Background: an optimization exercise with open tools, aiming at small area, a short achievable clock period and few clock cycles per item. Do not read the settings as production practice.
Where RTL was checked, it was by simulation tests only, not by an equivalence proof against the original.

==> garnet: inputs <==
==> flow/design.v (excerpt) <==
module fpga_gf2m
#(
	parameter DIGITAL = 9,
	parameter DATA_WIDTH = 163
)(
	input clk,     
	input rst,   
	input wire start,
	input wire [DATA_WIDTH - 1 : 0] a,
	input wire [DATA_WIDTH - 1 : 0] g,
	input wire [191:0] b,
	output reg [DATA_WIDTH - 1 : 0] t_i_j,
	output reg done
);
==> module digit_step, before the edit <==
module digit_step
#(
	parameter W = 163,
	parameter D = 18
)(
	input wire [W-1:0] t,
	input wire [W-1:0] a,
	input wire [W-1:0] g,
	input wire [D-1:0] bd,
	output wire [W-1:0] v
);
wire [D-1:0] m;
genvar i, k, j;
generate
	for (i = 0; i < D; i = i + 1) begin : q
		wire [2*i:0] early;
		assign early[0] = t[W-1-i];
		for (k = 0; k < i; k = k + 1) begin : pa
			assign early[1+k] = bd[D-1-k] & a[W-i+k];
		end
		for (k = 0; k < i; k = k + 1) begin : pg
			if (k < i - 1)
				assign early[1+i+k] = m[k] & g[W-i+k];
			else
				assign early[1+i+k] = 1'b0;
		end
		if (i == 0)
			assign m[i] = early[0];
		else
			assign m[i] = (^early) ^ (m[i-1] & g[W-1]);
	end
	for (j = 0; j < W; j = j + 1) begin : col
		wire [2*D:0] terms;
		if (j >= D)
			assign terms[2*D] = t[j-D];
		else
			assign terms[2*D] = 1'b0;
		for (k = 0; k < D; k = k + 1) begin : tk
			if (j - D + 1 + k >= 0 && j - D + 1 + k < W) begin : in
				assign terms[2*k]   = bd[D-1-k] & a[j-D+1+k];
				assign terms[2*k+1] = m[k] & g[j-D+1+k];
			end else begin : out
				assign terms[2*k]   = 1'b0;
				assign terms[2*k+1] = 1'b0;
			end
		end
		assign v[j] = ^terms;
	end
endgenerate
endmodule
==> module fpga_gf2m, before the edit <==
module fpga_gf2m
#(
	parameter DIGITAL = 9,
	parameter DATA_WIDTH = 163
)(
	input clk,     
	input rst,   
	input wire start,
	input wire [DATA_WIDTH - 1 : 0] a,
	input wire [DATA_WIDTH - 1 : 0] g,
	input wire [191:0] b,
	output reg [DATA_WIDTH - 1 : 0] t_i_j,
	output reg done
);
localparam W = DATA_WIDTH;
localparam D = DIGITAL;
localparam K = (W - 1) / D;    
localparam CW = 6;
reg busy;
reg [CW-1:0] counter;
reg [W-1:0] reg_a;
reg [W-1:0] reg_g;
reg [W-2:0] reg_b;
wire accept = start & ~busy;
wire [W-1:0] next_t;
digit_step #(.W(W), .D(D)) step (
	.t(t_i_j),
	.a(reg_a),
	.g(reg_g),
	.bd(reg_b[W-2 -: D]),
	.v(next_t)
);
always @(posedge clk or negedge rst) begin : proc_ctrl
	if (~rst) begin
		busy <= 1'b0;
		done <= 1'b0;
		counter <= 0;
	end else if (accept) begin
		busy <= 1'b1;
		done <= 1'b0;
		counter <= 0;
	end else if (busy) begin
		counter <= counter + 1'b1;
		if (counter == K - 1) begin
			busy <= 1'b0;
			done <= 1'b1;
		end
	end
end
always @(posedge clk) begin : proc_operands
	if (~busy) begin
		reg_a <= a;
		reg_g <= g;
		reg_b <= b[W-2:0];
	end else begin
		reg_b <= reg_b << D;
	end
end
always @(posedge clk) begin : proc_t_i_j
	if (accept)
		t_i_j <= a & {W{b[W-1]}};
	else if (busy)
		t_i_j <= next_t;
end
endmodule
Settings: LEC_CHECK=0, CAP_MARGIN=20, CORE_MARGIN=2, CORE_UTILIZATION=40, SLEW_MARGIN=20, SETUP_SLACK_MARGIN=9; clock period 14.5 ns.
standard.sh (not shown) runs the stock make flow with config.mk's settings and CLKGATE_MAP_FILE= SYNTH_SCRIPT=/design/flow/synth_recipe.tcl, a recipe that flattens the netlist after the stock synthesis.
==> flow/flow/run.sh <==
#!/bin/bash
# Standard ORFS layout, with repair_timing aiming for extra setup slack.
cp standard.sh standard_sh.txt
cp config.mk config_orig.txt
echo "export SETUP_SLACK_MARGIN = 9" >> config.mk
bash standard.sh > standard.log 2>&1
==> inputs of harbor, as changes to garnet <==
==> flow/design.v (replaced) <==
module mu_calc
#(
	parameter W = 163,
	parameter D = 20
)(
	input wire [W-1:0] g,
	output wire [D:0] mu
);
localparam N = D + 1;            
localparam integer STEPS = (N > 1 ? 1 : 0) + (N > 2 ? 1 : 0) + (N > 4 ? 1 : 0) + (N > 8 ? 1 : 0) + (N > 16 ? 1 : 0) + (N > 32 ? 1 : 0) + (N > 64 ? 1 : 0) + (N > 128 ? 1 : 0);
wire [N-1:0] fx;                 
assign fx[0] = 1'b1;
genvar i, k, st;
generate
	for (i = 1; i < N; i = i + 1) begin : fc
		assign fx[i] = g[W-i];
	end
	for (st = 0; st <= STEPS; st = st + 1) begin : nw
		wire [N-1:0] s;
		if (st == 0) begin : init
			assign s = {{(N-1){1'b0}}, 1'b1};
		end else begin : step
			for (k = 0; k < N; k = k + 1) begin : sk
				if (k < (1 << st)) begin : ex
					wire [k/2:0] terms;
					for (i = 0; i <= k / 2; i = i + 1) begin : ti
						if (i == 0)
							assign terms[i] = fx[k];
						else
							assign terms[i] = nw[st-1].s[i] & fx[k-2*i];
					end
					assign s[k] = ^terms;
				end else begin : nx
					assign s[k] = 1'b0;
				end
			end
		end
	end
	for (k = 0; k <= D; k = k + 1) begin : mb
		assign mu[D-k] = nw[STEPS].s[k];
	end
endgenerate
endmodule
module barrett_step
#(
	parameter W = 163,
	parameter D = 20
)(
	input wire [W-1:0] t,
	input wire [W-1:0] a,
	input wire [W-1:0] g,
	input wire [D-1:0] bd,
	input wire [D-1:0] pre_h,
	input wire [D:0] mu,
	output wire [W-1:0] v
);
wire [D-1:0] uh = t[W-1 -: D] ^ pre_h;
wire [D-1:0] q;
genvar i, k, j;
generate
	for (i = 0; i < D; i = i + 1) begin : qbit
		wire [D-1-i:0] terms;
		for (k = i; k < D; k = k + 1) begin : tk
			assign terms[k-i] = uh[k] & mu[D+i-k];
		end
		assign q[i] = ^terms;
	end
	for (j = 0; j < W; j = j + 1) begin : col
		wire [D:0] early;
		wire [D-1:0] late;
		if (j >= D)
			assign early[D] = t[j-D];
		else
			assign early[D] = 1'b0;
		for (k = 0; k < D; k = k + 1) begin : tk
			if (j - k >= 0) begin : in
				assign early[k] = bd[k] & a[j-k];
				assign late[k]  = q[k] & g[j-k];
			end else begin : out
				assign early[k] = 1'b0;
				assign late[k]  = 1'b0;
			end
		end
		assign v[j] = (^early) ^ (^late);
	end
endgenerate
endmodule
module digit_high
#(
	parameter W = 163,
	parameter D = 20
)(
	input wire [W-1:0] a,
	input wire [D-1:0] bd,
	output wire [D-1:0] h
);
genvar i, k;
generate
	for (i = 0; i < D; i = i + 1) begin : hb
		if (i == D - 1) begin : top
			assign h[i] = 1'b0;
		end else begin : mid
			wire [D-2-i:0] terms;
			for (k = i + 1; k < D; k = k + 1) begin : tk
				assign terms[k-i-1] = bd[k] & a[W+i-k];
			end
			assign h[i] = ^terms;
		end
	end
endgenerate
endmodule
module fpga_gf2m
#(
	parameter DIGITAL = 20,
	parameter DATA_WIDTH = 163
)(
	input clk,     
	input rst,   
	input wire start,
	input wire [DATA_WIDTH - 1 : 0] a,
	input wire [DATA_WIDTH - 1 : 0] g,
	input wire [191:0] b,
	output reg [DATA_WIDTH - 1 : 0] t_i_j,
	output reg done
);
localparam W = DATA_WIDTH;
localparam D = DIGITAL;
localparam K = (W - 1) / D + 1;              
localparam F = W - (K - 1) * D;              
localparam BW = K * D;                       
reg busy;
reg first;
reg last;                
reg [W-1:0] acc;         
reg [5:0] counter;
reg [W-1:0] reg_a;
reg [W-1:0] reg_g;
reg [BW-1:0] reg_b;
reg [D-1:0] pre_h;       
reg [D:0] mu;
wire accept = start & ~busy;
wire [D-1:0] cur_digit = reg_b[BW-1 -: D];
wire [D-1:0] nxt_digit = reg_b[BW-1-D -: D];
wire [D-1:0] first_digit = {{(D-F){1'b0}}, b[W-1 -: F]};
wire [W-1:0] next_t;
wire [D-1:0] nxt_pre_h;
wire [D-1:0] first_pre_h;
wire [D:0] mu_full;
wire [D:0] mu_first;
barrett_step #(.W(W), .D(D)) step (
	.t(acc),
	.a(reg_a),
	.g(reg_g),
	.bd(cur_digit),
	.pre_h(pre_h),
	.mu(mu),
	.v(next_t)
);
digit_high #(.W(W), .D(D)) hi_next (
	.a(reg_a),
	.bd(nxt_digit),
	.h(nxt_pre_h)
);
digit_high #(.W(W), .D(D)) hi_first (
	.a(a),
	.bd(first_digit),
	.h(first_pre_h)
);
mu_calc #(.W(W), .D(D)) mu_now (
	.g(reg_g),
	.mu(mu_full)
);
mu_calc #(.W(W), .D(F)) mu_in (
	.g(g),
	.mu(mu_first[D:D-F])
);
assign mu_first[D-F-1:0] = {(D-F){1'b0}};
always @(posedge clk or negedge rst) begin : proc_ctrl
	if (~rst) begin
		busy <= 1'b0;
		first <= 1'b0;
		last <= 1'b0;
		done <= 1'b0;
		counter <= 6'd0;
	end else if (accept) begin
		busy <= 1'b1;
		first <= 1'b1;
		last <= (K == 1);
		done <= 1'b0;
		counter <= 6'd0;
	end else if (busy) begin
		first <= 1'b0;
		last <= (counter == K - 2);
		counter <= counter + 1'b1;
		if (counter == K - 1) begin
			busy <= 1'b0;
			done <= 1'b1;
		end
	end
end
always @(posedge clk) begin : proc_operands
	if (~busy) begin
		reg_a <= a;
		reg_g <= g;
		reg_b <= {{(BW-W){1'b0}}, b[W-1:0]};
		pre_h <= first_pre_h;
		mu <= mu_first;
	end else begin
		reg_b <= reg_b << D;
		pre_h <= nxt_pre_h;
		if (first)
			mu <= mu_full;
	end
end
always @(posedge clk) begin : proc_acc
	if (busy)
		acc <= next_t;
	else
		acc <= {W{1'b0}};
end
always @(posedge clk) begin : proc_t_i_j
	if (accept)
		t_i_j <= {W{1'b0}};
	else if (last)
		t_i_j <= next_t;
end
endmodule
==> flow/flow/run.sh (replaced) <==
#!/bin/bash
# Standard ORFS layout (the standard.sh), with repair_timing asked to
# aim for extra setup slack and smaller port buffers.
cat >> config.mk <<'EOC'
export SETUP_SLACK_MARGIN = 10
export BUFFER_PORTS_ARGS = -buffer_cell sky130_fd_sc_hd__buf_2
EOC
bash standard.sh > standard.log 2>&1
--- a/flow/config.mk
+++ b/flow/config.mk
@@ -9,4 +9,5 @@
 export CORE_MARGIN = 2
 export CORE_UTILIZATION = 40
 export SLEW_MARGIN = 20
-export SETUP_SLACK_MARGIN = 9
+export SETUP_SLACK_MARGIN = 10
+export BUFFER_PORTS_ARGS = -buffer_cell sky130_fd_sc_hd__buf_2
==> inputs of lagoon, as changes to garnet <==
--- a/flow/design.v
+++ b/flow/design.v
@@ -65,7 +65,7 @@
 localparam W = DATA_WIDTH;
 localparam D = DIGITAL;
 localparam K = (W - 1) / D;    
-localparam CW = 6;
+localparam CW = $clog2(K);
 reg busy;
 reg [CW-1:0] counter;
 reg [W-1:0] reg_a;
==> flow/run.sh (new file) <==
#!/bin/bash
# synth_recipe.tcl (not shown) runs the flow's synth.tcl, then flattens the netlist and writes it again
# the make line also repeats each setting of config.mk as NAME=value (left out here)
make -C /OpenROAD-flow-scripts/flow DESIGN_CONFIG=/design/flow/config.mk WORK_HOME=/design/flow/orfs CLKGATE_MAP_FILE= SYNTH_SCRIPT=/design/flow/synth_recipe.tcl finish
--- a/flow/config.mk
+++ b/flow/config.mk
@@ -9,4 +9,3 @@
 export CORE_MARGIN = 2
 export CORE_UTILIZATION = 40
 export SLEW_MARGIN = 20
-export SETUP_SLACK_MARGIN = 9
removed: flow/flow/run.sh
removed: flow/standard.sh
==> results by group <==
Finish
  – Register area: 18100 µm²
  – Seq_cells: 658
  – Clock buffer count: 103

CTS
  – Worst-Skew Late Latency: 0.78 ns

Synthesis
  – Post-synthesis cell area: 69500 µm²

Routing
  – Post-DR vias/cell: 5.77

Outcome
  – Outcome: timing/DRC/antenna clean

Critical path
  – WP data arrival: 8.86 ns
the above is filed under lagoon

==> results by group <==
CTS
  – Worst-Skew Late Latency: 0.83 ns
  – CTS H-tree depth: 3

Finish
  – Register area: 21100 µm²
  – Clock buffer count: 126
  – Seq_cells: 880

Outcome
  – Outcome: timing/DRC/antenna clean

Routing
  – Post-DR vias/cell: 5.35

Critical path
  – WP data arrival: 5.24 ns
  – Worst endpoint required time: 15.21 ns
the above is filed under harbor

==> results by group <==
Critical path
  – FF-to-FF End: t_i_j[6]
  – WP data arrival: 6.00 ns

Finish
  – # diodes: 23
  – Register area: 18200 µm²
  – Design Area, Final: 81300 µm²

Routing
  – Post-DR vias/cell: 5.98

Outcome
  – Outcome: timing/DRC/antenna clean

Synthesis
  – Post-synthesis cell area: 68900 µm²
the above is filed under garnet

Testbench counts of garnet, summed over its fixed seeds: cycles 14,592, items 768.
The RTL of harbor and lagoon was laid out without a check of its function.

what the ideal ports hide:
No port has a modelled driver above. Below, the same layouts with a new extraction and two added sets of constraints. Step 1 sets driving cells, clkbuf_16 on the clock port and buf_2 on the other inputs (assumed; they add their load-dependent delay and slew). Step 2 times the ports against the registers' clock, not the clock port: input delays grow and output delays shrink by t, the midpoint of the rising clock arrivals with the driver on. a / b / c = ideal ports / drivers / drivers and shift; a / b = the first two.
run	shift t [ns]	slack for setup (ns)	worst setup path at the end
garnet	0.833	9.036 / 9.036 / 8.464	input to register
harbor	0.902	9.971 / 9.893 / 9.463	input to register
lagoon	0.839	6.117 / 6.117 / 6.117	register to register
After both steps every run listed still meets setup and hold. The setup slack of garnet, which loses most, moves by 0.000 ns with the drivers and by -0.572 ns with both steps.
